This is an optimization exercise on Yosys and OpenROAD, whose aim is small area and a short achievable clock period, not a production implementation.
RTL that was checked went through simulation tests only; none was proved equivalent to the original.
Only the layout flow was run in run 2; the RTL was not checked for function there.

==> flow/design.v (outline; a module is shown in full before it is edited, if it fits) <==
// module PE: 1418 lines
module PE#(
    parameter d_width = 32,
    parameter a_width = 8,
    parameter iact_size =  5,
    parameter kernel_size = 3
)
(
    input start,
    input clk, rst_n,
    input [d_width -1 : 0] weight,
    input [d_width -1 : 0] iact,
    output reg load_weight,
    output reg load_iact,
    output reg done,
    output reg [d_width -1 : 0] pe_out
);
  // ...
==> flow/flow/run.sh <==
#!/bin/bash
# Layout flow: the standard layout (standard.sh) with these changes:
#  - the port buffers are buf_2 cells instead of the cell buffer_ports picks;
#  - timing repair aims at 6.8 ns of setup slack at the 10 ns clock, and
#    may only resize cells and swap pins (no buffers, no cloning).
set -euo pipefail
cat >> config.mk <<'EOC'
export BUFFER_PORTS_ARGS = -buffer_cell sky130_fd_sc_hd__buf_2
export SETUP_SLACK_MARGIN = 6.8
export SETUP_MOVE_SEQUENCE = sizeup,swap
EOC
bash standard.sh > standard.log 2>&1
==> flow/standard.sh <==
#!/bin/bash
# synth_recipe.tcl (not shown) runs the flow's synth.tcl, then flattens the netlist and writes it again
# the make line also repeats each setting of config.mk as NAME=value (left out here)
make -C /OpenROAD-flow-scripts/flow DESIGN_CONFIG=/design/flow/config.mk WORK_HOME=/design/flow/orfs CLKGATE_MAP_FILE= SYNTH_SCRIPT=/design/flow/synth_recipe.tcl "${@:-finish}"
==> flow/config.mk <==
export PLATFORM = sky130hd
export DESIGN_NAME = PE
export DESIGN_NICKNAME = PE
export VERILOG_FILES = /design/flow/design.v
export SDC_FILE = /design/flow/constraint.sdc
export NUM_CORES = 4
export LEC_CHECK = 0
export CAP_MARGIN = 20
export CORE_MARGIN = 2
export CORE_UTILIZATION = 60
export CTS_BUF_LIST = sky130_fd_sc_hd__clkbuf_16
export CTS_CLUSTER_DIAMETER = 60
export CTS_CLUSTER_SIZE = 30
export SLEW_MARGIN = 20
export BUFFER_PORTS_ARGS = -buffer_cell sky130_fd_sc_hd__buf_2
export SETUP_SLACK_MARGIN = 6.8
export SETUP_MOVE_SEQUENCE = sizeup,swap
==> flow/constraint.sdc <==
create_clock -name core_clock -period 10.0 [get_ports {clk}]
set_input_delay 2.0000 -clock core_clock [delete_from_list [all_inputs] [get_ports {clk}]]
set_output_delay 2.0000 -clock core_clock [all_outputs]
set_load 0.01 [all_outputs]
==> run_summary.xml, run 1 <==
<?xml version="1.0" encoding="UTF-8"?>
<metrics>
  <group name="finish">
    <metric name="area.share.sequential" unit="">0.337</metric>
    <metric name="layout.non_clock_inverters" unit="">153</metric>
    <metric name="final_cells" unit="">3611</metric>
    <metric name="seq_area" unit="µm²">10600</metric>
    <metric name="buffers" unit="">118</metric>
    <metric name="bufAreaShareNonClock" unit="">0.0201</metric>
    <metric name="most-common-layout-cells" unit="">481 x xnor2_1, 422 x dfxtp_1, 247 x xor2_1</metric>
    <metric name="fin_area" unit="µm²">31600</metric>
  </group>
  <group name="synth">
    <metric name="yosysTopAreaCellShare" unit="">0.328</metric>
    <metric name="synth-edff-count" unit="">0</metric>
    <metric name="ys_warn_count" unit="">1</metric>
    <metric name="ys_types" unit="">67</metric>
    <metric name="synth_compound_gate_area_share" unit="">0.112</metric>
    <metric name="synth_most_common_cell" unit="">xnor2_1</metric>
    <metric name="synthMuxAreaShare" unit="">0.0498</metric>
    <metric name="synth_simple_gate_area_share" unit="">0.0740</metric>
  </group>
  <group name="placed_design">
    <metric name="place.port_buffers" unit="">101</metric>
  </group>
  <group name="global_routing">
    <metric name="grtUsageMet3" unit="">0.0424</metric>
    <metric name="gr-usage-met1" unit="">0.388</metric>
    <metric name="grt_first_pass_wirelength" unit="mm">111</metric>
  </group>
  <group name="setup_path">
    <metric name="worst_setup_path_end_kind" unit="">register</metric>
    <metric name="path_depth" unit="">11</metric>
    <metric name="startpoint_type" unit="">register</metric>
    <metric name="cell_type_group_with_the_largest_total_delay_on_the_critical_path" unit="">adder cells</metric>
  </group>
  <group name="clock_tree">
    <metric name="htreeDepth" unit="">2</metric>
    <metric name="cts_repair_resize_count" unit="">49</metric>
    <metric name="clockRootBuffer" unit="">clkbuf_16</metric>
  </group>
  <group name="floorplanning">
    <metric name="fp.coreArea" unit="µm²">47400</metric>
    <metric name="pin_count" unit="">102</metric>
    <metric name="chip_height" unit="µm">222</metric>
  </group>
  <group name="detailed_routing">
    <metric name="post-route-drc-count" unit="">0</metric>
    <metric name="via_count" unit="">20635</metric>
    <metric name="detail_route.first_pass.iterations" unit="">8</metric>
    <metric name="drt_iter0_markers" unit="">1561</metric>
    <metric name="routed-wl-met3" unit="mm">4.60</metric>
  </group>
  <group name="timing">
    <metric name="worst_slew_pin_slew" unit="ns">1.03</metric>
    <metric name="worst_hold_margin" unit="ns">0.327</metric>
    <metric name="fin_setup_tns" unit="ns">0</metric>
  </group>
  <group name="run_status">
    <metric name="outcome" unit="">timing/DRC/antenna clean</metric>
  </group>
</metrics>
==> run 2: changes to the inputs <==
--- a/flow/design.v
+++ b/flow/design.v
@@ -35,34 +35,34 @@
             clr  <= (nc == 5'd9) || (nc == 5'd14) || (nc == 5'd18);
             tap4 <= (nc == 5'd14) || (nc == 5'd18) || (nc == 5'd19) || (nc == 5'd20);
             hold <= (nc == 5'd12);
             outp <= (nc == 5'd14) || (nc == 5'd18) || (nc == 5'd22);
         end
     reg [31:0] r0, r1, r2, r3, r4;
     reg [31:0] w0, w1, w2;
     reg [31:0] a;           
-    reg [15:0] an;          
+    reg [31:0] an;          
     always @(posedge clk) begin
         r0 <= r1; r1 <= r2; r2 <= r3; r3 <= r4; r4 <= ld_i ? iact : r0;
         w0 <= w1; w1 <= w2; w2 <= ld_w ? weight : w0;
         a <= tap4 ? r0 : r2;
-        an <= ~(tap4 ? r0[15:0] : r2[15:0]);
+        an <= ~(tap4 ? r0 : r2);
     end
     wire [32:0] bx = {w1, 1'b0};
     reg [15:0] one, two, neg;
-    reg [7:0] onen, twon, negn;
+    reg [11:0] onen, twon, negn;
     integer k;
     always @(posedge clk) begin
         for (k = 0; k < 16; k = k + 1) begin
             one[k] <= ~hold & (bx[2*k+1] ^ bx[2*k]);
             two[k] <= ~hold & ((bx[2*k+2] & ~bx[2*k+1] & ~bx[2*k]) | (~bx[2*k+2] & bx[2*k+1] & bx[2*k]));
             neg[k] <= ~hold & bx[2*k+2] & ~(bx[2*k+1] & bx[2*k]);
         end
-        for (k = 0; k < 8; k = k + 1) begin
+        for (k = 0; k < 12; k = k + 1) begin
             onen[k] <= ~(~hold & (bx[2*k+1] ^ bx[2*k]));
             twon[k] <= ~(~hold & ((bx[2*k+2] & ~bx[2*k+1] & ~bx[2*k]) | (~bx[2*k+2] & bx[2*k+1] & bx[2*k])));
             negn[k] <= ~(~hold & bx[2*k+2] & ~(bx[2*k+1] & bx[2*k]));
         end
     end
     reg [31:0] acc0_s, acc0_c;
     wire [31:0] f0_s = acc0_s;
     wire [31:0] f0_c = acc0_c;
@@ -93,46 +93,46 @@
     wire pp0_24 = ((~onen[0] & a[24]) | (~twon[0] & a[23])) ^ ~negn[0];
     wire pp0_25 = ((~onen[0] & a[25]) | (~twon[0] & a[24])) ^ ~negn[0];
     wire pp0_26 = ((~onen[0] & a[26]) | (~twon[0] & a[25])) ^ ~negn[0];
     wire pp0_27 = ((~onen[0] & a[27]) | (~twon[0] & a[26])) ^ ~negn[0];
     wire pp0_28 = ((~onen[0] & a[28]) | (~twon[0] & a[27])) ^ ~negn[0];
     wire pp0_29 = ((~onen[0] & a[29]) | (~twon[0] & a[28])) ^ ~negn[0];
     wire pp0_30 = ((~onen[0] & a[30]) | (~twon[0] & a[29])) ^ ~negn[0];
     wire pp0_31 = ((~onen[0] & a[31]) | (~twon[0] & a[30])) ^ ~negn[0];
-    wire pp1_2 = ((one[1] & a[0]) | (two[1] & 1'b0)) ^ neg[1];
-    wire pp1_3 = ((one[1] & a[1]) | (two[1] & a[0])) ^ neg[1];
-    wire pp1_4 = ((one[1] & a[2]) | (two[1] & a[1])) ^ neg[1];
-    wire pp1_5 = ((one[1] & a[3]) | (two[1] & a[2])) ^ neg[1];
-    wire pp1_6 = ((one[1] & a[4]) | (two[1] & a[3])) ^ neg[1];
-    wire pp1_7 = ((one[1] & a[5]) | (two[1] & a[4])) ^ neg[1];
-    wire pp1_8 = ((one[1] & a[6]) | (two[1] & a[5])) ^ neg[1];
-    wire pp1_9 = ((one[1] & a[7]) | (two[1] & a[6])) ^ neg[1];
-    wire pp1_10 = ((one[1] & a[8]) | (two[1] & a[7])) ^ neg[1];
-    wire pp1_11 = ((one[1] & a[9]) | (two[1] & a[8])) ^ neg[1];
-    wire pp1_12 = ((one[1] & a[10]) | (two[1] & a[9])) ^ neg[1];
-    wire pp1_13 = ((one[1] & a[11]) | (two[1] & a[10])) ^ neg[1];
-    wire pp1_14 = ((one[1] & a[12]) | (two[1] & a[11])) ^ neg[1];
-    wire pp1_15 = ((one[1] & a[13]) | (two[1] & a[12])) ^ neg[1];
-    wire pp1_16 = ((one[1] & a[14]) | (two[1] & a[13])) ^ neg[1];
-    wire pp1_17 = ((~onen[1] & a[15]) | (~twon[1] & a[14])) ^ ~negn[1];
-    wire pp1_18 = ((~onen[1] & a[16]) | (~twon[1] & a[15])) ^ ~negn[1];
-    wire pp1_19 = ((~onen[1] & a[17]) | (~twon[1] & a[16])) ^ ~negn[1];
-    wire pp1_20 = ((~onen[1] & a[18]) | (~twon[1] & a[17])) ^ ~negn[1];
-    wire pp1_21 = ((~onen[1] & a[19]) | (~twon[1] & a[18])) ^ ~negn[1];
-    wire pp1_22 = ((~onen[1] & a[20]) | (~twon[1] & a[19])) ^ ~negn[1];
-    wire pp1_23 = ((~onen[1] & a[21]) | (~twon[1] & a[20])) ^ ~negn[1];
-    wire pp1_24 = ((~onen[1] & a[22]) | (~twon[1] & a[21])) ^ ~negn[1];
-    wire pp1_25 = ((~onen[1] & a[23]) | (~twon[1] & a[22])) ^ ~negn[1];
-    wire pp1_26 = ((~onen[1] & a[24]) | (~twon[1] & a[23])) ^ ~negn[1];
-    wire pp1_27 = ((~onen[1] & a[25]) | (~twon[1] & a[24])) ^ ~negn[1];
-    wire pp1_28 = ((~onen[1] & a[26]) | (~twon[1] & a[25])) ^ ~negn[1];
-    wire pp1_29 = ((~onen[1] & a[27]) | (~twon[1] & a[26])) ^ ~negn[1];
-    wire pp1_30 = ((~onen[1] & a[28]) | (~twon[1] & a[27])) ^ ~negn[1];
-    wire pp1_31 = ((~onen[1] & a[29]) | (~twon[1] & a[28])) ^ ~negn[1];
+    wire pp1_2 = ((one[1] & ~an[0]) | (two[1] & 1'b0)) ^ neg[1];
+    wire pp1_3 = ((one[1] & ~an[1]) | (two[1] & ~an[0])) ^ neg[1];
+    wire pp1_4 = ((one[1] & ~an[2]) | (two[1] & ~an[1])) ^ neg[1];
+    wire pp1_5 = ((one[1] & ~an[3]) | (two[1] & ~an[2])) ^ neg[1];
+    wire pp1_6 = ((one[1] & ~an[4]) | (two[1] & ~an[3])) ^ neg[1];
+    wire pp1_7 = ((one[1] & ~an[5]) | (two[1] & ~an[4])) ^ neg[1];
+    wire pp1_8 = ((one[1] & ~an[6]) | (two[1] & ~an[5])) ^ neg[1];
+    wire pp1_9 = ((one[1] & ~an[7]) | (two[1] & ~an[6])) ^ neg[1];
+    wire pp1_10 = ((one[1] & ~an[8]) | (two[1] & ~an[7])) ^ neg[1];
+    wire pp1_11 = ((one[1] & ~an[9]) | (two[1] & ~an[8])) ^ neg[1];
+    wire pp1_12 = ((one[1] & ~an[10]) | (two[1] & ~an[9])) ^ neg[1];
+    wire pp1_13 = ((one[1] & ~an[11]) | (two[1] & ~an[10])) ^ neg[1];
+    wire pp1_14 = ((one[1] & ~an[12]) | (two[1] & ~an[11])) ^ neg[1];
+    wire pp1_15 = ((one[1] & ~an[13]) | (two[1] & ~an[12])) ^ neg[1];
+    wire pp1_16 = ((one[1] & ~an[14]) | (two[1] & ~an[13])) ^ neg[1];
+    wire pp1_17 = ((~onen[1] & ~an[15]) | (~twon[1] & ~an[14])) ^ ~negn[1];
+    wire pp1_18 = ((~onen[1] & ~an[16]) | (~twon[1] & ~an[15])) ^ ~negn[1];
+    wire pp1_19 = ((~onen[1] & ~an[17]) | (~twon[1] & ~an[16])) ^ ~negn[1];
+    wire pp1_20 = ((~onen[1] & ~an[18]) | (~twon[1] & ~an[17])) ^ ~negn[1];
+    wire pp1_21 = ((~onen[1] & ~an[19]) | (~twon[1] & ~an[18])) ^ ~negn[1];
+    wire pp1_22 = ((~onen[1] & ~an[20]) | (~twon[1] & ~an[19])) ^ ~negn[1];
+    wire pp1_23 = ((~onen[1] & ~an[21]) | (~twon[1] & ~an[20])) ^ ~negn[1];
+    wire pp1_24 = ((~onen[1] & ~an[22]) | (~twon[1] & ~an[21])) ^ ~negn[1];
+    wire pp1_25 = ((~onen[1] & ~an[23]) | (~twon[1] & ~an[22])) ^ ~negn[1];
+    wire pp1_26 = ((~onen[1] & ~an[24]) | (~twon[1] & ~an[23])) ^ ~negn[1];
+    wire pp1_27 = ((~onen[1] & ~an[25]) | (~twon[1] & ~an[24])) ^ ~negn[1];
+    wire pp1_28 = ((~onen[1] & ~an[26]) | (~twon[1] & ~an[25])) ^ ~negn[1];
+    wire pp1_29 = ((~onen[1] & ~an[27]) | (~twon[1] & ~an[26])) ^ ~negn[1];
+    wire pp1_30 = ((~onen[1] & ~an[28]) | (~twon[1] & ~an[27])) ^ ~negn[1];
+    wire pp1_31 = ((~onen[1] & ~an[29]) | (~twon[1] & ~an[28])) ^ ~negn[1];
     wire pp2_4 = ((one[2] & a[0]) | (two[2] & 1'b0)) ^ neg[2];
     wire pp2_5 = ((one[2] & a[1]) | (two[2] & a[0])) ^ neg[2];
     wire pp2_6 = ((one[2] & a[2]) | (two[2] & a[1])) ^ neg[2];
     wire pp2_7 = ((one[2] & a[3]) | (two[2] & a[2])) ^ neg[2];
     wire pp2_8 = ((one[2] & a[4]) | (two[2] & a[3])) ^ neg[2];
     wire pp2_9 = ((one[2] & a[5]) | (two[2] & a[4])) ^ neg[2];
     wire pp2_10 = ((one[2] & a[6]) | (two[2] & a[5])) ^ neg[2];
     wire pp2_11 = ((one[2] & a[7]) | (two[2] & a[6])) ^ neg[2];
@@ -151,42 +151,42 @@
     wire pp2_24 = ((~onen[2] & a[20]) | (~twon[2] & a[19])) ^ ~negn[2];
     wire pp2_25 = ((~onen[2] & a[21]) | (~twon[2] & a[20])) ^ ~negn[2];
     wire pp2_26 = ((~onen[2] & a[22]) | (~twon[2] & a[21])) ^ ~negn[2];
     wire pp2_27 = ((~onen[2] & a[23]) | (~twon[2] & a[22])) ^ ~negn[2];
     wire pp2_28 = ((~onen[2] & a[24]) | (~twon[2] & a[23])) ^ ~negn[2];
     wire pp2_29 = ((~onen[2] & a[25]) | (~twon[2] & a[24])) ^ ~negn[2];
     wire pp2_30 = ((~onen[2] & a[26]) | (~twon[2] & a[25])) ^ ~negn[2];
     wire pp2_31 = ((~onen[2] & a[27]) | (~twon[2] & a[26])) ^ ~negn[2];
-    wire pp3_6 = ((one[3] & a[0]) | (two[3] & 1'b0)) ^ neg[3];
-    wire pp3_7 = ((one[3] & a[1]) | (two[3] & a[0])) ^ neg[3];
-    wire pp3_8 = ((one[3] & a[2]) | (two[3] & a[1])) ^ neg[3];
-    wire pp3_9 = ((one[3] & a[3]) | (two[3] & a[2])) ^ neg[3];
-    wire pp3_10 = ((one[3] & a[4]) | (two[3] & a[3])) ^ neg[3];
-    wire pp3_11 = ((one[3] & a[5]) | (two[3] & a[4])) ^ neg[3];
-    wire pp3_12 = ((one[3] & a[6]) | (two[3] & a[5])) ^ neg[3];
-    wire pp3_13 = ((one[3] & a[7]) | (two[3] & a[6])) ^ neg[3];
-    wire pp3_14 = ((one[3] & a[8]) | (two[3] & a[7])) ^ neg[3];
-    wire pp3_15 = ((one[3] & a[9]) | (two[3] & a[8])) ^ neg[3];
-    wire pp3_16 = ((one[3] & a[10]) | (two[3] & a[9])) ^ neg[3];
-    wire pp3_17 = ((one[3] & a[11]) | (two[3] & a[10])) ^ neg[3];
-    wire pp3_18 = ((one[3] & a[12]) | (two[3] & a[11])) ^ neg[3];
-    wire pp3_19 = ((~onen[3] & a[13]) | (~twon[3] & a[12])) ^ ~negn[3];
-    wire pp3_20 = ((~onen[3] & a[14]) | (~twon[3] & a[13])) ^ ~negn[3];
-    wire pp3_21 = ((~onen[3] & a[15]) | (~twon[3] & a[14])) ^ ~negn[3];
-    wire pp3_22 = ((~onen[3] & a[16]) | (~twon[3] & a[15])) ^ ~negn[3];
-    wire pp3_23 = ((~onen[3] & a[17]) | (~twon[3] & a[16])) ^ ~negn[3];
-    wire pp3_24 = ((~onen[3] & a[18]) | (~twon[3] & a[17])) ^ ~negn[3];
-    wire pp3_25 = ((~onen[3] & a[19]) | (~twon[3] & a[18])) ^ ~negn[3];
-    wire pp3_26 = ((~onen[3] & a[20]) | (~twon[3] & a[19])) ^ ~negn[3];
-    wire pp3_27 = ((~onen[3] & a[21]) | (~twon[3] & a[20])) ^ ~negn[3];
-    wire pp3_28 = ((~onen[3] & a[22]) | (~twon[3] & a[21])) ^ ~negn[3];
-    wire pp3_29 = ((~onen[3] & a[23]) | (~twon[3] & a[22])) ^ ~negn[3];
-    wire pp3_30 = ((~onen[3] & a[24]) | (~twon[3] & a[23])) ^ ~negn[3];
-    wire pp3_31 = ((~onen[3] & a[25]) | (~twon[3] & a[24])) ^ ~negn[3];
+    wire pp3_6 = ((one[3] & ~an[0]) | (two[3] & 1'b0)) ^ neg[3];
+    wire pp3_7 = ((one[3] & ~an[1]) | (two[3] & ~an[0])) ^ neg[3];
+    wire pp3_8 = ((one[3] & ~an[2]) | (two[3] & ~an[1])) ^ neg[3];
+    wire pp3_9 = ((one[3] & ~an[3]) | (two[3] & ~an[2])) ^ neg[3];
+    wire pp3_10 = ((one[3] & ~an[4]) | (two[3] & ~an[3])) ^ neg[3];
+    wire pp3_11 = ((one[3] & ~an[5]) | (two[3] & ~an[4])) ^ neg[3];
+    wire pp3_12 = ((one[3] & ~an[6]) | (two[3] & ~an[5])) ^ neg[3];
+    wire pp3_13 = ((one[3] & ~an[7]) | (two[3] & ~an[6])) ^ neg[3];
+    wire pp3_14 = ((one[3] & ~an[8]) | (two[3] & ~an[7])) ^ neg[3];
+    wire pp3_15 = ((one[3] & ~an[9]) | (two[3] & ~an[8])) ^ neg[3];
+    wire pp3_16 = ((one[3] & ~an[10]) | (two[3] & ~an[9])) ^ neg[3];
+    wire pp3_17 = ((one[3] & ~an[11]) | (two[3] & ~an[10])) ^ neg[3];
+    wire pp3_18 = ((one[3] & ~an[12]) | (two[3] & ~an[11])) ^ neg[3];
+    wire pp3_19 = ((~onen[3] & ~an[13]) | (~twon[3] & ~an[12])) ^ ~negn[3];
+    wire pp3_20 = ((~onen[3] & ~an[14]) | (~twon[3] & ~an[13])) ^ ~negn[3];
+    wire pp3_21 = ((~onen[3] & ~an[15]) | (~twon[3] & ~an[14])) ^ ~negn[3];
+    wire pp3_22 = ((~onen[3] & ~an[16]) | (~twon[3] & ~an[15])) ^ ~negn[3];
+    wire pp3_23 = ((~onen[3] & ~an[17]) | (~twon[3] & ~an[16])) ^ ~negn[3];
+    wire pp3_24 = ((~onen[3] & ~an[18]) | (~twon[3] & ~an[17])) ^ ~negn[3];
+    wire pp3_25 = ((~onen[3] & ~an[19]) | (~twon[3] & ~an[18])) ^ ~negn[3];
+    wire pp3_26 = ((~onen[3] & ~an[20]) | (~twon[3] & ~an[19])) ^ ~negn[3];
+    wire pp3_27 = ((~onen[3] & ~an[21]) | (~twon[3] & ~an[20])) ^ ~negn[3];
+    wire pp3_28 = ((~onen[3] & ~an[22]) | (~twon[3] & ~an[21])) ^ ~negn[3];
+    wire pp3_29 = ((~onen[3] & ~an[23]) | (~twon[3] & ~an[22])) ^ ~negn[3];
+    wire pp3_30 = ((~onen[3] & ~an[24]) | (~twon[3] & ~an[23])) ^ ~negn[3];
+    wire pp3_31 = ((~onen[3] & ~an[25]) | (~twon[3] & ~an[24])) ^ ~negn[3];
     wire pp4_8 = ((one[4] & a[0]) | (two[4] & 1'b0)) ^ neg[4];
     wire pp4_9 = ((one[4] & a[1]) | (two[4] & a[0])) ^ neg[4];
     wire pp4_10 = ((one[4] & a[2]) | (two[4] & a[1])) ^ neg[4];
     wire pp4_11 = ((one[4] & a[3]) | (two[4] & a[2])) ^ neg[4];
     wire pp4_12 = ((one[4] & a[4]) | (two[4] & a[3])) ^ neg[4];
     wire pp4_13 = ((one[4] & a[5]) | (two[4] & a[4])) ^ neg[4];
     wire pp4_14 = ((one[4] & a[6]) | (two[4] & a[5])) ^ neg[4];
     wire pp4_15 = ((one[4] & a[7]) | (two[4] & a[6])) ^ neg[4];
@@ -201,38 +201,38 @@
     wire pp4_24 = ((~onen[4] & a[16]) | (~twon[4] & a[15])) ^ ~negn[4];
     wire pp4_25 = ((~onen[4] & a[17]) | (~twon[4] & a[16])) ^ ~negn[4];
     wire pp4_26 = ((~onen[4] & a[18]) | (~twon[4] & a[17])) ^ ~negn[4];
     wire pp4_27 = ((~onen[4] & a[19]) | (~twon[4] & a[18])) ^ ~negn[4];
     wire pp4_28 = ((~onen[4] & a[20]) | (~twon[4] & a[19])) ^ ~negn[4];
     wire pp4_29 = ((~onen[4] & a[21]) | (~twon[4] & a[20])) ^ ~negn[4];
     wire pp4_30 = ((~onen[4] & a[22]) | (~twon[4] & a[21])) ^ ~negn[4];
     wire pp4_31 = ((~onen[4] & a[23]) | (~twon[4] & a[22])) ^ ~negn[4];
-    wire pp5_10 = ((one[5] & a[0]) | (two[5] & 1'b0)) ^ neg[5];
-    wire pp5_11 = ((one[5] & a[1]) | (two[5] & a[0])) ^ neg[5];
-    wire pp5_12 = ((one[5] & a[2]) | (two[5] & a[1])) ^ neg[5];
-    wire pp5_13 = ((one[5] & a[3]) | (two[5] & a[2])) ^ neg[5];
-    wire pp5_14 = ((one[5] & a[4]) | (two[5] & a[3])) ^ neg[5];
-    wire pp5_15 = ((one[5] & a[5]) | (two[5] & a[4])) ^ neg[5];
-    wire pp5_16 = ((one[5] & a[6]) | (two[5] & a[5])) ^ neg[5];
-    wire pp5_17 = ((one[5] & a[7]) | (two[5] & a[6])) ^ neg[5];
-    wire pp5_18 = ((one[5] & a[8]) | (two[5] & a[7])) ^ neg[5];
-    wire pp5_19 = ((one[5] & a[9]) | (two[5] & a[8])) ^ neg[5];
-    wire pp5_20 = ((one[5] & a[10]) | (two[5] & a[9])) ^ neg[5];
-    wire pp5_21 = ((~onen[5] & a[11]) | (~twon[5] & a[10])) ^ ~negn[5];
-    wire pp5_22 = ((~onen[5] & a[12]) | (~twon[5] & a[11])) ^ ~negn[5];
-    wire pp5_23 = ((~onen[5] & a[13]) | (~twon[5] & a[12])) ^ ~negn[5];
-    wire pp5_24 = ((~onen[5] & a[14]) | (~twon[5] & a[13])) ^ ~negn[5];
-    wire pp5_25 = ((~onen[5] & a[15]) | (~twon[5] & a[14])) ^ ~negn[5];
-    wire pp5_26 = ((~onen[5] & a[16]) | (~twon[5] & a[15])) ^ ~negn[5];
-    wire pp5_27 = ((~onen[5] & a[17]) | (~twon[5] & a[16])) ^ ~negn[5];
-    wire pp5_28 = ((~onen[5] & a[18]) | (~twon[5] & a[17])) ^ ~negn[5];
-    wire pp5_29 = ((~onen[5] & a[19]) | (~twon[5] & a[18])) ^ ~negn[5];
-    wire pp5_30 = ((~onen[5] & a[20]) | (~twon[5] & a[19])) ^ ~negn[5];
-    wire pp5_31 = ((~onen[5] & a[21]) | (~twon[5] & a[20])) ^ ~negn[5];
+    wire pp5_10 = ((one[5] & ~an[0]) | (two[5] & 1'b0)) ^ neg[5];
+    wire pp5_11 = ((one[5] & ~an[1]) | (two[5] & ~an[0])) ^ neg[5];
+    wire pp5_12 = ((one[5] & ~an[2]) | (two[5] & ~an[1])) ^ neg[5];
+    wire pp5_13 = ((one[5] & ~an[3]) | (two[5] & ~an[2])) ^ neg[5];
+    wire pp5_14 = ((one[5] & ~an[4]) | (two[5] & ~an[3])) ^ neg[5];
+    wire pp5_15 = ((one[5] & ~an[5]) | (two[5] & ~an[4])) ^ neg[5];
+    wire pp5_16 = ((one[5] & ~an[6]) | (two[5] & ~an[5])) ^ neg[5];
+    wire pp5_17 = ((one[5] & ~an[7]) | (two[5] & ~an[6])) ^ neg[5];
+    wire pp5_18 = ((one[5] & ~an[8]) | (two[5] & ~an[7])) ^ neg[5];
+    wire pp5_19 = ((one[5] & ~an[9]) | (two[5] & ~an[8])) ^ neg[5];
+    wire pp5_20 = ((one[5] & ~an[10]) | (two[5] & ~an[9])) ^ neg[5];
+    wire pp5_21 = ((~onen[5] & ~an[11]) | (~twon[5] & ~an[10])) ^ ~negn[5];
+    wire pp5_22 = ((~onen[5] & ~an[12]) | (~twon[5] & ~an[11])) ^ ~negn[5];
+    wire pp5_23 = ((~onen[5] & ~an[13]) | (~twon[5] & ~an[12])) ^ ~negn[5];
+    wire pp5_24 = ((~onen[5] & ~an[14]) | (~twon[5] & ~an[13])) ^ ~negn[5];
+    wire pp5_25 = ((~onen[5] & ~an[15]) | (~twon[5] & ~an[14])) ^ ~negn[5];
+    wire pp5_26 = ((~onen[5] & ~an[16]) | (~twon[5] & ~an[15])) ^ ~negn[5];
+    wire pp5_27 = ((~onen[5] & ~an[17]) | (~twon[5] & ~an[16])) ^ ~negn[5];
+    wire pp5_28 = ((~onen[5] & ~an[18]) | (~twon[5] & ~an[17])) ^ ~negn[5];
+    wire pp5_29 = ((~onen[5] & ~an[19]) | (~twon[5] & ~an[18])) ^ ~negn[5];
+    wire pp5_30 = ((~onen[5] & ~an[20]) | (~twon[5] & ~an[19])) ^ ~negn[5];
+    wire pp5_31 = ((~onen[5] & ~an[21]) | (~twon[5] & ~an[20])) ^ ~negn[5];
     wire pp6_12 = ((one[6] & a[0]) | (two[6] & 1'b0)) ^ neg[6];
     wire pp6_13 = ((one[6] & a[1]) | (two[6] & a[0])) ^ neg[6];
     wire pp6_14 = ((one[6] & a[2]) | (two[6] & a[1])) ^ neg[6];
     wire pp6_15 = ((one[6] & a[3]) | (two[6] & a[2])) ^ neg[6];
     wire pp6_16 = ((one[6] & a[4]) | (two[6] & a[3])) ^ neg[6];
     wire pp6_17 = ((one[6] & a[5]) | (two[6] & a[4])) ^ neg[6];
     wire pp6_18 = ((one[6] & a[6]) | (two[6] & a[5])) ^ neg[6];
     wire pp6_19 = ((one[6] & a[7]) | (two[6] & a[6])) ^ neg[6];
@@ -243,34 +243,34 @@
     wire pp6_24 = ((~onen[6] & a[12]) | (~twon[6] & a[11])) ^ ~negn[6];
     wire pp6_25 = ((~onen[6] & a[13]) | (~twon[6] & a[12])) ^ ~negn[6];
     wire pp6_26 = ((~onen[6] & a[14]) | (~twon[6] & a[13])) ^ ~negn[6];
     wire pp6_27 = ((~onen[6] & a[15]) | (~twon[6] & a[14])) ^ ~negn[6];
     wire pp6_28 = ((~onen[6] & a[16]) | (~twon[6] & a[15])) ^ ~negn[6];
     wire pp6_29 = ((~onen[6] & a[17]) | (~twon[6] & a[16])) ^ ~negn[6];
     wire pp6_30 = ((~onen[6] & a[18]) | (~twon[6] & a[17])) ^ ~negn[6];
     wire pp6_31 = ((~onen[6] & a[19]) | (~twon[6] & a[18])) ^ ~negn[6];
-    wire pp7_14 = ((one[7] & a[0]) | (two[7] & 1'b0)) ^ neg[7];
-    wire pp7_15 = ((one[7] & a[1]) | (two[7] & a[0])) ^ neg[7];
-    wire pp7_16 = ((one[7] & a[2]) | (two[7] & a[1])) ^ neg[7];
-    wire pp7_17 = ((one[7] & a[3]) | (two[7] & a[2])) ^ neg[7];
-    wire pp7_18 = ((one[7] & a[4]) | (two[7] & a[3])) ^ neg[7];
-    wire pp7_19 = ((one[7] & a[5]) | (two[7] & a[4])) ^ neg[7];
-    wire pp7_20 = ((one[7] & a[6]) | (two[7] & a[5])) ^ neg[7];
-    wire pp7_21 = ((one[7] & a[7]) | (two[7] & a[6])) ^ neg[7];
-    wire pp7_22 = ((one[7] & a[8]) | (two[7] & a[7])) ^ neg[7];
-    wire pp7_23 = ((~onen[7] & a[9]) | (~twon[7] & a[8])) ^ ~negn[7];
-    wire pp7_24 = ((~onen[7] & a[10]) | (~twon[7] & a[9])) ^ ~negn[7];
-    wire pp7_25 = ((~onen[7] & a[11]) | (~twon[7] & a[10])) ^ ~negn[7];
-    wire pp7_26 = ((~onen[7] & a[12]) | (~twon[7] & a[11])) ^ ~negn[7];
-    wire pp7_27 = ((~onen[7] & a[13]) | (~twon[7] & a[12])) ^ ~negn[7];
-    wire pp7_28 = ((~onen[7] & a[14]) | (~twon[7] & a[13])) ^ ~negn[7];
-    wire pp7_29 = ((~onen[7] & a[15]) | (~twon[7] & a[14])) ^ ~negn[7];
-    wire pp7_30 = ((~onen[7] & a[16]) | (~twon[7] & a[15])) ^ ~negn[7];
-    wire pp7_31 = ((~onen[7] & a[17]) | (~twon[7] & a[16])) ^ ~negn[7];
+    wire pp7_14 = ((one[7] & ~an[0]) | (two[7] & 1'b0)) ^ neg[7];
+    wire pp7_15 = ((one[7] & ~an[1]) | (two[7] & ~an[0])) ^ neg[7];
+    wire pp7_16 = ((one[7] & ~an[2]) | (two[7] & ~an[1])) ^ neg[7];
+    wire pp7_17 = ((one[7] & ~an[3]) | (two[7] & ~an[2])) ^ neg[7];
+    wire pp7_18 = ((one[7] & ~an[4]) | (two[7] & ~an[3])) ^ neg[7];
+    wire pp7_19 = ((one[7] & ~an[5]) | (two[7] & ~an[4])) ^ neg[7];
+    wire pp7_20 = ((one[7] & ~an[6]) | (two[7] & ~an[5])) ^ neg[7];
+    wire pp7_21 = ((one[7] & ~an[7]) | (two[7] & ~an[6])) ^ neg[7];
+    wire pp7_22 = ((one[7] & ~an[8]) | (two[7] & ~an[7])) ^ neg[7];
+    wire pp7_23 = ((~onen[7] & ~an[9]) | (~twon[7] & ~an[8])) ^ ~negn[7];
+    wire pp7_24 = ((~onen[7] & ~an[10]) | (~twon[7] & ~an[9])) ^ ~negn[7];
+    wire pp7_25 = ((~onen[7] & ~an[11]) | (~twon[7] & ~an[10])) ^ ~negn[7];
+    wire pp7_26 = ((~onen[7] & ~an[12]) | (~twon[7] & ~an[11])) ^ ~negn[7];
+    wire pp7_27 = ((~onen[7] & ~an[13]) | (~twon[7] & ~an[12])) ^ ~negn[7];
+    wire pp7_28 = ((~onen[7] & ~an[14]) | (~twon[7] & ~an[13])) ^ ~negn[7];
+    wire pp7_29 = ((~onen[7] & ~an[15]) | (~twon[7] & ~an[14])) ^ ~negn[7];
+    wire pp7_30 = ((~onen[7] & ~an[16]) | (~twon[7] & ~an[15])) ^ ~negn[7];
+    wire pp7_31 = ((~onen[7] & ~an[17]) | (~twon[7] & ~an[16])) ^ ~negn[7];
     wire u1 = f0_s[0] ^ neg[0];
     wire c2 = u1 ? pp0_0 : f0_s[0];
     wire s3 = u1 ^ pp0_0;
     wire u4 = f0_s[1] ^ f0_c[1];
     wire c5 = u4 ? pp0_1 : f0_s[1];
     wire s6 = u4 ^ pp0_1;
     wire u7 = f0_s[2] ^ f0_c[2];
     wire c8 = u7 ? neg[1] : f0_s[2];
@@ -925,86 +925,86 @@
     assign n0_c[31] = c575;
     always @(posedge clk) begin
         acc0_s <= clr ? 32'd0 : n0_s;
         acc0_c <= clr ? 32'd0 : n0_c;
     end
     reg [31:16] acc1_s, acc1_c;
     wire [31:16] f1_s = acc1_s;
     wire [31:16] f1_c = acc1_c;
-    wire pp8_16 = ((one[8] & ~an[0]) | (two[8] & 1'b0)) ^ neg[8];
-    wire pp8_17 = ((one[8] & ~an[1]) | (two[8] & ~an[0])) ^ neg[8];
-    wire pp8_18 = ((one[8] & ~an[2]) | (two[8] & ~an[1])) ^ neg[8];
-    wire pp8_19 = ((one[8] & ~an[3]) | (two[8] & ~an[2])) ^ neg[8];
-    wire pp8_20 = ((one[8] & ~an[4]) | (two[8] & ~an[3])) ^ neg[8];
-    wire pp8_21 = ((one[8] & ~an[5]) | (two[8] & ~an[4])) ^ neg[8];
-    wire pp8_22 = ((one[8] & ~an[6]) | (two[8] & ~an[5])) ^ neg[8];
-    wire pp8_23 = ((one[8] & ~an[7]) | (two[8] & ~an[6])) ^ neg[8];
-    wire pp8_24 = ((one[8] & ~an[8]) | (two[8] & ~an[7])) ^ neg[8];
-    wire pp8_25 = ((one[8] & ~an[9]) | (two[8] & ~an[8])) ^ neg[8];
-    wire pp8_26 = ((one[8] & ~an[10]) | (two[8] & ~an[9])) ^ neg[8];
-    wire pp8_27 = ((one[8] & ~an[11]) | (two[8] & ~an[10])) ^ neg[8];
-    wire pp8_28 = ((one[8] & ~an[12]) | (two[8] & ~an[11])) ^ neg[8];
-    wire pp8_29 = ((one[8] & ~an[13]) | (two[8] & ~an[12])) ^ neg[8];
-    wire pp8_30 = ((one[8] & ~an[14]) | (two[8] & ~an[13])) ^ neg[8];
-    wire pp8_31 = ((one[8] & ~an[15]) | (two[8] & ~an[14])) ^ neg[8];
+    wire pp8_16 = ((one[8] & a[0]) | (two[8] & 1'b0)) ^ neg[8];
+    wire pp8_17 = ((one[8] & a[1]) | (two[8] & a[0])) ^ neg[8];
+    wire pp8_18 = ((one[8] & a[2]) | (two[8] & a[1])) ^ neg[8];
+    wire pp8_19 = ((one[8] & a[3]) | (two[8] & a[2])) ^ neg[8];
+    wire pp8_20 = ((one[8] & a[4]) | (two[8] & a[3])) ^ neg[8];
+    wire pp8_21 = ((one[8] & a[5]) | (two[8] & a[4])) ^ neg[8];
+    wire pp8_22 = ((one[8] & a[6]) | (two[8] & a[5])) ^ neg[8];
+    wire pp8_23 = ((one[8] & a[7]) | (two[8] & a[6])) ^ neg[8];
+    wire pp8_24 = ((~onen[8] & a[8]) | (~twon[8] & a[7])) ^ ~negn[8];
+    wire pp8_25 = ((~onen[8] & a[9]) | (~twon[8] & a[8])) ^ ~negn[8];
+    wire pp8_26 = ((~onen[8] & a[10]) | (~twon[8] & a[9])) ^ ~negn[8];
+    wire pp8_27 = ((~onen[8] & a[11]) | (~twon[8] & a[10])) ^ ~negn[8];
+    wire pp8_28 = ((~onen[8] & a[12]) | (~twon[8] & a[11])) ^ ~negn[8];
+    wire pp8_29 = ((~onen[8] & a[13]) | (~twon[8] & a[12])) ^ ~negn[8];
+    wire pp8_30 = ((~onen[8] & a[14]) | (~twon[8] & a[13])) ^ ~negn[8];
+    wire pp8_31 = ((~onen[8] & a[15]) | (~twon[8] & a[14])) ^ ~negn[8];
     wire pp9_18 = ((one[9] & ~an[0]) | (two[9] & 1'b0)) ^ neg[9];
     wire pp9_19 = ((one[9] & ~an[1]) | (two[9] & ~an[0])) ^ neg[9];
     wire pp9_20 = ((one[9] & ~an[2]) | (two[9] & ~an[1])) ^ neg[9];
     wire pp9_21 = ((one[9] & ~an[3]) | (two[9] & ~an[2])) ^ neg[9];
     wire pp9_22 = ((one[9] & ~an[4]) | (two[9] & ~an[3])) ^ neg[9];
     wire pp9_23 = ((one[9] & ~an[5]) | (two[9] & ~an[4])) ^ neg[9];
     wire pp9_24 = ((one[9] & ~an[6]) | (two[9] & ~an[5])) ^ neg[9];
-    wire pp9_25 = ((one[9] & ~an[7]) | (two[9] & ~an[6])) ^ neg[9];
-    wire pp9_26 = ((one[9] & ~an[8]) | (two[9] & ~an[7])) ^ neg[9];
-    wire pp9_27 = ((one[9] & ~an[9]) | (two[9] & ~an[8])) ^ neg[9];
-    wire pp9_28 = ((one[9] & ~an[10]) | (two[9] & ~an[9])) ^ neg[9];
-    wire pp9_29 = ((one[9] & ~an[11]) | (two[9] & ~an[10])) ^ neg[9];
-    wire pp9_30 = ((one[9] & ~an[12]) | (two[9] & ~an[11])) ^ neg[9];
-    wire pp9_31 = ((one[9] & ~an[13]) | (two[9] & ~an[12])) ^ neg[9];
-    wire pp10_20 = ((one[10] & ~an[0]) | (two[10] & 1'b0)) ^ neg[10];
-    wire pp10_21 = ((one[10] & ~an[1]) | (two[10] & ~an[0])) ^ neg[10];
-    wire pp10_22 = ((one[10] & ~an[2]) | (two[10] & ~an[1])) ^ neg[10];
-    wire pp10_23 = ((one[10] & ~an[3]) | (two[10] & ~an[2])) ^ neg[10];
-    wire pp10_24 = ((one[10] & ~an[4]) | (two[10] & ~an[3])) ^ neg[10];
-    wire pp10_25 = ((one[10] & ~an[5]) | (two[10] & ~an[4])) ^ neg[10];
-    wire pp10_26 = ((one[10] & ~an[6]) | (two[10] & ~an[5])) ^ neg[10];
-    wire pp10_27 = ((one[10] & ~an[7]) | (two[10] & ~an[6])) ^ neg[10];
-    wire pp10_28 = ((one[10] & ~an[8]) | (two[10] & ~an[7])) ^ neg[10];
-    wire pp10_29 = ((one[10] & ~an[9]) | (two[10] & ~an[8])) ^ neg[10];
-    wire pp10_30 = ((one[10] & ~an[10]) | (two[10] & ~an[9])) ^ neg[10];
-    wire pp10_31 = ((one[10] & ~an[11]) | (two[10] & ~an[10])) ^ neg[10];
+    wire pp9_25 = ((~onen[9] & ~an[7]) | (~twon[9] & ~an[6])) ^ ~negn[9];
+    wire pp9_26 = ((~onen[9] & ~an[8]) | (~twon[9] & ~an[7])) ^ ~negn[9];
+    wire pp9_27 = ((~onen[9] & ~an[9]) | (~twon[9] & ~an[8])) ^ ~negn[9];
+    wire pp9_28 = ((~onen[9] & ~an[10]) | (~twon[9] & ~an[9])) ^ ~negn[9];
+    wire pp9_29 = ((~onen[9] & ~an[11]) | (~twon[9] & ~an[10])) ^ ~negn[9];
+    wire pp9_30 = ((~onen[9] & ~an[12]) | (~twon[9] & ~an[11])) ^ ~negn[9];
+    wire pp9_31 = ((~onen[9] & ~an[13]) | (~twon[9] & ~an[12])) ^ ~negn[9];
+    wire pp10_20 = ((one[10] & a[0]) | (two[10] & 1'b0)) ^ neg[10];
+    wire pp10_21 = ((one[10] & a[1]) | (two[10] & a[0])) ^ neg[10];
+    wire pp10_22 = ((one[10] & a[2]) | (two[10] & a[1])) ^ neg[10];
+    wire pp10_23 = ((one[10] & a[3]) | (two[10] & a[2])) ^ neg[10];
+    wire pp10_24 = ((one[10] & a[4]) | (two[10] & a[3])) ^ neg[10];
+    wire pp10_25 = ((one[10] & a[5]) | (two[10] & a[4])) ^ neg[10];
+    wire pp10_26 = ((~onen[10] & a[6]) | (~twon[10] & a[5])) ^ ~negn[10];
+    wire pp10_27 = ((~onen[10] & a[7]) | (~twon[10] & a[6])) ^ ~negn[10];
+    wire pp10_28 = ((~onen[10] & a[8]) | (~twon[10] & a[7])) ^ ~negn[10];
+    wire pp10_29 = ((~onen[10] & a[9]) | (~twon[10] & a[8])) ^ ~negn[10];
+    wire pp10_30 = ((~onen[10] & a[10]) | (~twon[10] & a[9])) ^ ~negn[10];
+    wire pp10_31 = ((~onen[10] & a[11]) | (~twon[10] & a[10])) ^ ~negn[10];
     wire pp11_22 = ((one[11] & ~an[0]) | (two[11] & 1'b0)) ^ neg[11];
     wire pp11_23 = ((one[11] & ~an[1]) | (two[11] & ~an[0])) ^ neg[11];
     wire pp11_24 = ((one[11] & ~an[2]) | (two[11] & ~an[1])) ^ neg[11];
     wire pp11_25 = ((one[11] & ~an[3]) | (two[11] & ~an[2])) ^ neg[11];
     wire pp11_26 = ((one[11] & ~an[4]) | (two[11] & ~an[3])) ^ neg[11];
-    wire pp11_27 = ((one[11] & ~an[5]) | (two[11] & ~an[4])) ^ neg[11];
-    wire pp11_28 = ((one[11] & ~an[6]) | (two[11] & ~an[5])) ^ neg[11];
-    wire pp11_29 = ((one[11] & ~an[7]) | (two[11] & ~an[6])) ^ neg[11];
-    wire pp11_30 = ((one[11] & ~an[8]) | (two[11] & ~an[7])) ^ neg[11];
-    wire pp11_31 = ((one[11] & ~an[9]) | (two[11] & ~an[8])) ^ neg[11];
-    wire pp12_24 = ((one[12] & ~an[0]) | (two[12] & 1'b0)) ^ neg[12];
-    wire pp12_25 = ((one[12] & ~an[1]) | (two[12] & ~an[0])) ^ neg[12];
-    wire pp12_26 = ((one[12] & ~an[2]) | (two[12] & ~an[1])) ^ neg[12];
-    wire pp12_27 = ((one[12] & ~an[3]) | (two[12] & ~an[2])) ^ neg[12];
-    wire pp12_28 = ((one[12] & ~an[4]) | (two[12] & ~an[3])) ^ neg[12];
-    wire pp12_29 = ((one[12] & ~an[5]) | (two[12] & ~an[4])) ^ neg[12];
-    wire pp12_30 = ((one[12] & ~an[6]) | (two[12] & ~an[5])) ^ neg[12];
-    wire pp12_31 = ((one[12] & ~an[7]) | (two[12] & ~an[6])) ^ neg[12];
+    wire pp11_27 = ((~onen[11] & ~an[5]) | (~twon[11] & ~an[4])) ^ ~negn[11];
+    wire pp11_28 = ((~onen[11] & ~an[6]) | (~twon[11] & ~an[5])) ^ ~negn[11];
+    wire pp11_29 = ((~onen[11] & ~an[7]) | (~twon[11] & ~an[6])) ^ ~negn[11];
+    wire pp11_30 = ((~onen[11] & ~an[8]) | (~twon[11] & ~an[7])) ^ ~negn[11];
+    wire pp11_31 = ((~onen[11] & ~an[9]) | (~twon[11] & ~an[8])) ^ ~negn[11];
+    wire pp12_24 = ((one[12] & a[0]) | (two[12] & 1'b0)) ^ neg[12];
+    wire pp12_25 = ((one[12] & a[1]) | (two[12] & a[0])) ^ neg[12];
+    wire pp12_26 = ((one[12] & a[2]) | (two[12] & a[1])) ^ neg[12];
+    wire pp12_27 = ((one[12] & a[3]) | (two[12] & a[2])) ^ neg[12];
+    wire pp12_28 = ((one[12] & a[4]) | (two[12] & a[3])) ^ neg[12];
+    wire pp12_29 = ((one[12] & a[5]) | (two[12] & a[4])) ^ neg[12];
+    wire pp12_30 = ((one[12] & a[6]) | (two[12] & a[5])) ^ neg[12];
+    wire pp12_31 = ((one[12] & a[7]) | (two[12] & a[6])) ^ neg[12];
     wire pp13_26 = ((one[13] & ~an[0]) | (two[13] & 1'b0)) ^ neg[13];
     wire pp13_27 = ((one[13] & ~an[1]) | (two[13] & ~an[0])) ^ neg[13];
     wire pp13_28 = ((one[13] & ~an[2]) | (two[13] & ~an[1])) ^ neg[13];
     wire pp13_29 = ((one[13] & ~an[3]) | (two[13] & ~an[2])) ^ neg[13];
     wire pp13_30 = ((one[13] & ~an[4]) | (two[13] & ~an[3])) ^ neg[13];
     wire pp13_31 = ((one[13] & ~an[5]) | (two[13] & ~an[4])) ^ neg[13];
-    wire pp14_28 = ((one[14] & ~an[0]) | (two[14] & 1'b0)) ^ neg[14];
-    wire pp14_29 = ((one[14] & ~an[1]) | (two[14] & ~an[0])) ^ neg[14];
-    wire pp14_30 = ((one[14] & ~an[2]) | (two[14] & ~an[1])) ^ neg[14];
-    wire pp14_31 = ((one[14] & ~an[3]) | (two[14] & ~an[2])) ^ neg[14];
+    wire pp14_28 = ((one[14] & a[0]) | (two[14] & 1'b0)) ^ neg[14];
+    wire pp14_29 = ((one[14] & a[1]) | (two[14] & a[0])) ^ neg[14];
+    wire pp14_30 = ((one[14] & a[2]) | (two[14] & a[1])) ^ neg[14];
+    wire pp14_31 = ((one[14] & a[3]) | (two[14] & a[2])) ^ neg[14];
     wire pp15_30 = ((one[15] & ~an[0]) | (two[15] & 1'b0)) ^ neg[15];
     wire pp15_31 = ((one[15] & ~an[1]) | (two[15] & ~an[0])) ^ neg[15];
     wire u593 = f1_s[16] ^ neg[8];
     wire c594 = u593 ? pp8_16 : f1_s[16];
     wire s595 = u593 ^ pp8_16;
     wire u596 = f1_s[17] ^ f1_c[17];
     wire c597 = u596 ? pp8_17 : f1_s[17];
     wire s598 = u596 ^ pp8_17;
@@ -1398,17 +1398,171 @@
     assign m_s[28] = s875;
     assign m_c[28] = c868;
     assign m_s[29] = s881;
     assign m_c[29] = c874;
     assign m_s[30] = s887;
     assign m_c[30] = c880;
     assign m_s[31] = x891;
     assign m_c[31] = c886;
-    wire [31:0] sum = m_s + m_c;
+    wire [31:0] sum_p = m_s ^ m_c;
+    wire [31:0] sum_g = m_s & m_c;
+    wire G892 = sum_g[1] | (sum_p[1] & sum_g[0]);
+    wire G894 = sum_g[3] | (sum_p[3] & sum_g[2]);
+    wire P895 = sum_p[3] & sum_p[2];
+    wire G896 = sum_g[5] | (sum_p[5] & sum_g[4]);
+    wire P897 = sum_p[5] & sum_p[4];
+    wire G898 = sum_g[7] | (sum_p[7] & sum_g[6]);
+    wire P899 = sum_p[7] & sum_p[6];
+    wire G900 = sum_g[9] | (sum_p[9] & sum_g[8]);
+    wire P901 = sum_p[9] & sum_p[8];
+    wire G902 = sum_g[11] | (sum_p[11] & sum_g[10]);
+    wire P903 = sum_p[11] & sum_p[10];
+    wire G904 = sum_g[13] | (sum_p[13] & sum_g[12]);
+    wire P905 = sum_p[13] & sum_p[12];
+    wire G906 = sum_g[15] | (sum_p[15] & sum_g[14]);
+    wire P907 = sum_p[15] & sum_p[14];
+    wire G908 = sum_g[17] | (sum_p[17] & sum_g[16]);
+    wire P909 = sum_p[17] & sum_p[16];
+    wire G910 = sum_g[19] | (sum_p[19] & sum_g[18]);
+    wire P911 = sum_p[19] & sum_p[18];
+    wire G912 = sum_g[21] | (sum_p[21] & sum_g[20]);
+    wire P913 = sum_p[21] & sum_p[20];
+    wire G914 = sum_g[23] | (sum_p[23] & sum_g[22]);
+    wire P915 = sum_p[23] & sum_p[22];
+    wire G916 = sum_g[25] | (sum_p[25] & sum_g[24]);
+    wire P917 = sum_p[25] & sum_p[24];
+    wire G918 = sum_g[27] | (sum_p[27] & sum_g[26]);
+    wire P919 = sum_p[27] & sum_p[26];
+    wire G920 = sum_g[29] | (sum_p[29] & sum_g[28]);
+    wire P921 = sum_p[29] & sum_p[28];
+    wire G922 = sum_g[2] | (sum_p[2] & G892);
+    wire G924 = G894 | (P895 & G892);
+    wire G926 = sum_g[6] | (sum_p[6] & G896);
+    wire P927 = sum_p[6] & P897;
+    wire G928 = G898 | (P899 & G896);
+    wire P929 = P899 & P897;
+    wire G930 = sum_g[10] | (sum_p[10] & G900);
+    wire P931 = sum_p[10] & P901;
+    wire G932 = G902 | (P903 & G900);
+    wire P933 = P903 & P901;
+    wire G934 = sum_g[14] | (sum_p[14] & G904);
+    wire P935 = sum_p[14] & P905;
+    wire G936 = G906 | (P907 & G904);
+    wire P937 = P907 & P905;
+    wire G938 = sum_g[18] | (sum_p[18] & G908);
+    wire P939 = sum_p[18] & P909;
+    wire G940 = G910 | (P911 & G908);
+    wire P941 = P911 & P909;
+    wire G942 = sum_g[22] | (sum_p[22] & G912);
+    wire P943 = sum_p[22] & P913;
+    wire G944 = G914 | (P915 & G912);
+    wire P945 = P915 & P913;
+    wire G946 = sum_g[26] | (sum_p[26] & G916);
+    wire P947 = sum_p[26] & P917;
+    wire G948 = G918 | (P919 & G916);
+    wire P949 = P919 & P917;
+    wire G950 = sum_g[30] | (sum_p[30] & G920);
+    wire P951 = sum_p[30] & P921;
+    wire G952 = sum_g[4] | (sum_p[4] & G924);
+    wire G954 = G896 | (P897 & G924);
+    wire G956 = G926 | (P927 & G924);
+    wire G958 = G928 | (P929 & G924);
+    wire G960 = sum_g[12] | (sum_p[12] & G932);
+    wire P961 = sum_p[12] & P933;
+    wire G962 = G904 | (P905 & G932);
+    wire P963 = P905 & P933;
+    wire G964 = G934 | (P935 & G932);
+    wire P965 = P935 & P933;
+    wire G966 = G936 | (P937 & G932);
+    wire P967 = P937 & P933;
+    wire G968 = sum_g[20] | (sum_p[20] & G940);
+    wire P969 = sum_p[20] & P941;
+    wire G970 = G912 | (P913 & G940);
+    wire P971 = P913 & P941;
+    wire G972 = G942 | (P943 & G940);
+    wire P973 = P943 & P941;
+    wire G974 = G944 | (P945 & G940);
+    wire P975 = P945 & P941;
+    wire G976 = sum_g[28] | (sum_p[28] & G948);
+    wire P977 = sum_p[28] & P949;
+    wire G978 = G920 | (P921 & G948);
+    wire P979 = P921 & P949;
+    wire G980 = G950 | (P951 & G948);
+    wire P981 = P951 & P949;
+    wire G982 = sum_g[8] | (sum_p[8] & G958);
+    wire G984 = G900 | (P901 & G958);
+    wire G986 = G930 | (P931 & G958);
+    wire G988 = G932 | (P933 & G958);
+    wire G990 = G960 | (P961 & G958);
+    wire G992 = G962 | (P963 & G958);
+    wire G994 = G964 | (P965 & G958);
+    wire G996 = G966 | (P967 & G958);
+    wire G998 = sum_g[24] | (sum_p[24] & G974);
+    wire P999 = sum_p[24] & P975;
+    wire G1000 = G916 | (P917 & G974);
+    wire P1001 = P917 & P975;
+    wire G1002 = G946 | (P947 & G974);
+    wire P1003 = P947 & P975;
+    wire G1004 = G948 | (P949 & G974);
+    wire P1005 = P949 & P975;
+    wire G1006 = G976 | (P977 & G974);
+    wire P1007 = P977 & P975;
+    wire G1008 = G978 | (P979 & G974);
+    wire P1009 = P979 & P975;
+    wire G1010 = G980 | (P981 & G974);
+    wire P1011 = P981 & P975;
+    wire G1012 = sum_g[16] | (sum_p[16] & G996);
+    wire G1014 = G908 | (P909 & G996);
+    wire G1016 = G938 | (P939 & G996);
+    wire G1018 = G940 | (P941 & G996);
+    wire G1020 = G968 | (P969 & G996);
+    wire G1022 = G970 | (P971 & G996);
+    wire G1024 = G972 | (P973 & G996);
+    wire G1026 = G974 | (P975 & G996);
+    wire G1028 = G998 | (P999 & G996);
+    wire G1030 = G1000 | (P1001 & G996);
+    wire G1032 = G1002 | (P1003 & G996);
+    wire G1034 = G1004 | (P1005 & G996);
+    wire G1036 = G1006 | (P1007 & G996);
+    wire G1038 = G1008 | (P1009 & G996);
+    wire G1040 = G1010 | (P1011 & G996);
+    wire [31:0] sum;
+    assign sum[0] = sum_p[0];
+    assign sum[1] = sum_p[1] ^ sum_g[0];
+    assign sum[2] = sum_p[2] ^ G892;
+    assign sum[3] = sum_p[3] ^ G922;
+    assign sum[4] = sum_p[4] ^ G924;
+    assign sum[5] = sum_p[5] ^ G952;
+    assign sum[6] = sum_p[6] ^ G954;
+    assign sum[7] = sum_p[7] ^ G956;
+    assign sum[8] = sum_p[8] ^ G958;
+    assign sum[9] = sum_p[9] ^ G982;
+    assign sum[10] = sum_p[10] ^ G984;
+    assign sum[11] = sum_p[11] ^ G986;
+    assign sum[12] = sum_p[12] ^ G988;
+    assign sum[13] = sum_p[13] ^ G990;
+    assign sum[14] = sum_p[14] ^ G992;
+    assign sum[15] = sum_p[15] ^ G994;
+    assign sum[16] = sum_p[16] ^ G996;
+    assign sum[17] = sum_p[17] ^ G1012;
+    assign sum[18] = sum_p[18] ^ G1014;
+    assign sum[19] = sum_p[19] ^ G1016;
+    assign sum[20] = sum_p[20] ^ G1018;
+    assign sum[21] = sum_p[21] ^ G1020;
+    assign sum[22] = sum_p[22] ^ G1022;
+    assign sum[23] = sum_p[23] ^ G1024;
+    assign sum[24] = sum_p[24] ^ G1026;
+    assign sum[25] = sum_p[25] ^ G1028;
+    assign sum[26] = sum_p[26] ^ G1030;
+    assign sum[27] = sum_p[27] ^ G1032;
+    assign sum[28] = sum_p[28] ^ G1034;
+    assign sum[29] = sum_p[29] ^ G1036;
+    assign sum[30] = sum_p[30] ^ G1038;
+    assign sum[31] = sum_p[31] ^ G1040;
     always @(posedge clk or negedge rst_n)
         if (!rst_n) begin
             load_iact <= 1'b0; load_weight <= 1'b0; done <= 1'b0; pe_out <= 32'd0;
         end else if (cnt == 5'd0) begin
             load_iact <= 1'b0; load_weight <= 1'b0; done <= 1'b0; pe_out <= 32'd0;
         end else begin
             if (cnt == 5'd6) load_iact <= 1'b1;
             if (cnt == 5'd10) load_weight <= 1'b1;
==> flow/flow/run.sh (replaced) <==
#!/bin/bash
# Layout flow: the standard layout (standard.sh), with the port buffers
# made as buf_2 cells instead of the cell buffer_ports picks by default.
set -euo pipefail
cat >> config.mk <<'EOC'
export BUFFER_PORTS_ARGS = -buffer_cell sky130_fd_sc_hd__buf_2
EOC
bash standard.sh > standard.log 2>&1
--- a/flow/config.mk
+++ b/flow/config.mk
@@ -8,10 +8,8 @@
 export CAP_MARGIN = 20
 export CORE_MARGIN = 2
 export CORE_UTILIZATION = 60
 export CTS_BUF_LIST = sky130_fd_sc_hd__clkbuf_16
 export CTS_CLUSTER_DIAMETER = 60
 export CTS_CLUSTER_SIZE = 30
 export SLEW_MARGIN = 20
 export BUFFER_PORTS_ARGS = -buffer_cell sky130_fd_sc_hd__buf_2
-export SETUP_SLACK_MARGIN = 6.8
-export SETUP_MOVE_SEQUENCE = sizeup,swap
==> run 2 against run 1 <==
Die area rose by 1.2%. Final area fell by 1.5%. Sequential share of layout area rose by 1.9 points. Clock skew fell by 0.014 ns. Fmax fell by 10%. Highest routed layer unchanged. Core utilization fell by 1.4 points. Cell count fell by 0.72%.
==> run_summary.xml, run 2 <==
<?xml version="1.0" encoding="UTF-8"?>
<metrics>
  <group name="setup_path">
    <metric name="worstPathRequired" unit="ns">10.44</metric>
    <metric name="timing.critical_path.cells" unit="">inv_2 &gt; a22oi_1 &gt; xnor2_1 &gt; maj3_1 &gt; maj3_1 &gt; xor2_1 &gt; xnor2_1 &gt; xnor2_1 &gt; xor2_1 &gt; ha_1 &gt; nor2b_1</metric>
    <metric name="r2r_cells" unit="">11</metric>
    <metric name="timing.setup.critical_path_class" unit="">reg2reg</metric>
    <metric name="timing.rr.start" unit="">twon[0]$_DFF_P_</metric>
    <metric name="setup.worst_path.end" unit="">acc0_s[25]$_SDFF_PP0_</metric>
    <metric name="worst_setup_path_end_kind" unit="">register</metric>
    <metric name="path_max_fanout" unit="">11</metric>
    <metric name="critical-path-max-stage-delay" unit="ns">0.56</metric>
    <metric name="startpoint_type" unit="">register</metric>
    <metric name="critical-path-top-cell-by-count" unit="">xnor2_1</metric>
    <metric name="crit_start" unit="">twon[0]$_DFF_P_</metric>
    <metric name="critical_path.slowest_cell" unit="">dfxtp_1</metric>
    <metric name="crit-reg2reg-capture" unit="">acc0_s[25]$_SDFF_PP0_</metric>
    <metric name="critPathArrivalTime" unit="ns">4.01</metric>
    <metric name="r2r_setup_slack" unit="ns">6.43</metric>
  </group>
  <group name="clock_tree">
    <metric name="clockRootBuffer" unit="">clkbuf_16</metric>
    <metric name="cts_tree" unit="">built</metric>
    <metric name="clockBufferDepth" unit="">3</metric>
    <metric name="clk_pin_slew" unit="ns">0.10</metric>
    <metric name="number_of_setup_buffers_added_after_cts" unit="">0</metric>
    <metric name="cts-buffers-inserted" unit="">39</metric>
    <metric name="clk_latency" unit="ns">0.61</metric>
    <metric name="holdBufCountCts" unit="">0</metric>
    <metric name="cts_repair_resize_count" unit="">0</metric>
    <metric name="tritoncts_num_sinks" unit="">542</metric>
    <metric name="htreeDepth" unit="">2</metric>
  </group>
  <group name="timing">
    <metric name="setup_slack_of_the_critical_path_after_layout" unit="ns">6.43</metric>
    <metric name="hold_violations" unit="">0</metric>
    <metric name="clock.fmax" unit="MHz">280</metric>
    <metric name="final_period_minus_worst_setup_slack" unit="ns">3.57</metric>
    <metric name="worst_slew_pin_slew" unit="ns">1.17</metric>
    <metric name="post_route_clock_skew" unit="ns">0.0439</metric>
    <metric name="rsz0062_at_grt" unit="">no</metric>
    <metric name="final_worst_path_cycle_share" unit="">0.357</metric>
    <metric name="setup_viol_count_final" unit="">0</metric>
    <metric name="maxSlewViolCount" unit="">0</metric>
    <metric name="max-slew-margin-rel" unit="">0.221</metric>
    <metric name="fin_setup_tns" unit="ns">0</metric>
  </group>
  <group name="worst_hold_path">
    <metric name="worstHoldPathType" unit="">reg2reg</metric>
  </group>
  <group name="global_routing">
    <metric name="grt_start_max_net_pins" unit="">52</metric>
    <metric name="antenna_found_initial" unit="">1</metric>
    <metric name="grt_overflow_total" unit="">0</metric>
    <metric name="grt_usage" unit="">0.299</metric>
    <metric name="first_global_vias" unit="">19985</metric>
    <metric name="grt_first_pass_wirelength" unit="mm">116</metric>
  </group>
  <group name="synth">
    <metric name="synth.top_cells.by_area" unit="">dfxtp_1 34%, xnor2_1 15%, xor2_1 8.4%, maj3_1 6.2%, dfrtp_1 4.0%</metric>
    <metric name="synth_most_common_cell" unit="">dfxtp_1</metric>
    <metric name="synthMuxAreaShare" unit="">0.0491</metric>
    <metric name="synth_area_leader_cell" unit="">dfxtp_1</metric>
    <metric name="ys_types" unit="">74</metric>
    <metric name="post_synth_arst_share" unit="">0.0849</metric>
    <metric name="yosysTopAreaCellShare" unit="">0.342</metric>
    <metric name="largest_family_of_logic_cells_by_synthesized_area" unit="">XOR/XNOR gates</metric>
    <metric name="mappedNetlistNets" unit="">3060</metric>
    <metric name="netlist_instances" unit="">2930</metric>
    <metric name="synth_commonest_cells" unit="">496 x dfxtp_1, 483 x xnor2_1, 278 x xor2_1</metric>
    <metric name="yosys_register_bits" unit="">542</metric>
    <metric name="ys_warn_count" unit="">1</metric>
    <metric name="post_synth_fa_ha_maj_area_fraction" unit="">0.0918</metric>
    <metric name="synth.avg_cell_area" unit="µm²">9.90</metric>
    <metric name="dominantRegCellSynth" unit="">dfxtp_1</metric>
    <metric name="synth_sequential_area_ratio" unit="">0.382</metric>
    <metric name="post_synth_xor_area_fraction" unit="">0.263</metric>
    <metric name="synth_compound_gate_area_share" unit="">0.101</metric>
    <metric name="synth-edff-count" unit="">0</metric>
    <metric name="syn-cell-area" unit="µm²">29000</metric>
    <metric name="synth_simple_gate_area_share" unit="">0.0664</metric>
  </group>
  <group name="detailed_routing">
    <metric name="route.detailed.vias_per_inst" unit="">5.71</metric>
    <metric name="via_count" unit="">20473</metric>
    <metric name="route.antenna.remaining_nets" unit="">0</metric>
    <metric name="detail_route.wl_per_cell" unit="µm">20.9</metric>
    <metric name="drt_iter0_markers" unit="">1595</metric>
    <metric name="detail_route.first_pass.iterations" unit="">6</metric>
    <metric name="totalWireLength" unit="mm">75.0</metric>
    <metric name="post-route-drc-count" unit="">0</metric>
  </group>
  <group name="floorplanning">
    <metric name="floorplan.die_area" unit="µm²">50100</metric>
    <metric name="chip_height" unit="µm">224</metric>
    <metric name="chipWidth" unit="µm">224</metric>
    <metric name="pin_count" unit="">102</metric>
    <metric name="rows" unit="">80</metric>
    <metric name="fp.coreArea" unit="µm²">47700</metric>
    <metric name="floorplan.initialDensity" unit="">0.607</metric>
  </group>
  <group name="placed_design">
    <metric name="place.detailed.hpwl" unit="mm">56.7</metric>
    <metric name="postPlaceCellArea" unit="µm²">29700</metric>
    <metric name="place.gp.congestion" unit="">0.977</metric>
    <metric name="post-place-ws" unit="ns">6.48</metric>
    <metric name="place.port_buffers" unit="">101</metric>
  </group>
  <group name="finish">
    <metric name="most-common-layout-cells" unit="">496 x dfxtp_1, 483 x xnor2_1, 278 x xor2_1</metric>
    <metric name="areaGrowthSynthToFinish" unit="%">7.22</metric>
    <metric name="final.fill_count" unit="">3930</metric>
    <metric name="final_common_cell" unit="">dfxtp_1</metric>
    <metric name="drive_gt1_frac" unit="">0.103</metric>
    <metric name="fin_area" unit="µm²">31100</metric>
    <metric name="nNetsFinal" unit="">3072</metric>
    <metric name="antenna_cells_inserted" unit="">0</metric>
  </group>
  <group name="flow_run">
    <metric name="drv.max_cap_violation_count" unit="">0</metric>
  </group>
  <group name="run_status">
    <metric name="outcome" unit="">timing/DRC/antenna clean</metric>
  </group>
</metrics>
-- run 2: cell types whose count changed in the layout (fill, tap and decap cells not counted), sizes merged, moves of 17 or more --
cell,change
a21oi,-31
xnor2,-28
dfxtp,+26
inv,+51
mux2,-17
o22ai,+17
a22oi,-17
nor2,-19
mux2i,+19
-- run 2: worst min path at each step --
| stage | start | to | slack (ns) | cells past startpoint |
|---|---|---|---|---|
| CTS | w2[4]$_DFF_P_ | w1[4]$_DFF_P_ | 0.33 | 0 |
| finish | w2[4]$_DFF_P_ | w1[4]$_DFF_P_ | 0.33 | 0 |
| floorplan | r1[0]$_DFF_P_ | r0[0]$_DFF_P_ | 0.31 | 0 |
| detailed placement | r3[14]$_DFF_P_ | r2[14]$_DFF_P_ | 0.31 | 0 |
| global placement | w2[22]$_DFF_P_ | w1[22]$_DFF_P_ | 0.31 | 0 |
| global route | r4[28]$_DFF_P_ | r3[28]$_DFF_P_ | 0.34 | 0 |
-- run 2: kinds of logic after synthesis --
| kind of cell | Yosys count |
|---|---|
| flops | 542 |
| mux | 134 |
| xor+xnor | 804 |
| fa+ha+maj | 247 |
| simple gates | 420 |
| buf+inv | 331 |
| compound gates | 452 |
-- run 2: final cells by class --
type | instances | area, µm² | area share
clock buffers | 41 | 1030 | 0.0330
inverters | 189 | 712 | 0.0229
flip-flops and latches | 542 | 11100 | 0.356
well taps | 615 | 769 | 0.0247
repair buffers | 113 | 598 | 0.0192
multi-input cells | 2057 | 16600 | 0.533
clock inverters | 28 | 330 | 0.0106
-- run 2: metrics by stage --
step,utilization,hold slack (ns),std cells
2_1_floorplan,-,0.310,2930
3_3_place_gp,0.623,0.310,3516
3_5_place_dp,0.623,0.312,3516
4_1_cts,0.651,0.325,3585
5_1_grt,0.651,0.340,3585
6_report,0.651,0.327,3585
-- run 2: layer usage --
layer / track usage / vias up / share of wire
met5: 0 / - / 0
met4: 0.100 / 0 / 0.031
met3: 0.0546 / 153 / 0.075
met2: 0.465 / 764 / 0.43
met1: 0.418 / 9724 / 0.46
li1: - / 9832 / -
-- run 2: worst max-delay path: cells and delay by family (launching register included) --
| family | cells | cell delay [ns] |
|---|---|---|
| AO/OA/AOI/OAI | 1 | 0.43 |
| AND/OR/NAND/NOR | 1 | 0.12 |
| adder cells (fa/ha/maj) | 3 | 1.14 |
| buffers and inverters | 1 | 0.13 |
| XOR/XNOR | 5 | 1.02 |
| flip-flops | 1 | 0.56 |

## re-timing with driven ports
Ports are ideal in the flow. The routed layouts listed here were re-timed in OpenROAD. Step 1 (the two cells are an assumption about what drives the block):
set clk [get_ports {clk}]
set_driving_cell -lib_cell sky130_fd_sc_hd__clkbuf_16 $clk
set_driving_cell -lib_cell sky130_fd_sc_hd__buf_2 [delete_from_list [all_inputs] $clk]
Step 2 times the ports against the registers' clock, not the clock port: input delays grow and output delays shrink by t, the midpoint of the rising clock arrivals with the driver on. a / b / c = ideal / step 1 / step 2; a / b = the first two.
| run | t, ns | setup slack, ns | worst setup path at the end |
|---|---|---|---|
| run 1 | 0.649 | 6.787 / 6.787 / 6.787 | register to register |
| run 2 | 0.653 | 6.430 / 6.430 / 6.430 | register to register |
After both steps every run listed still meets setup and hold.
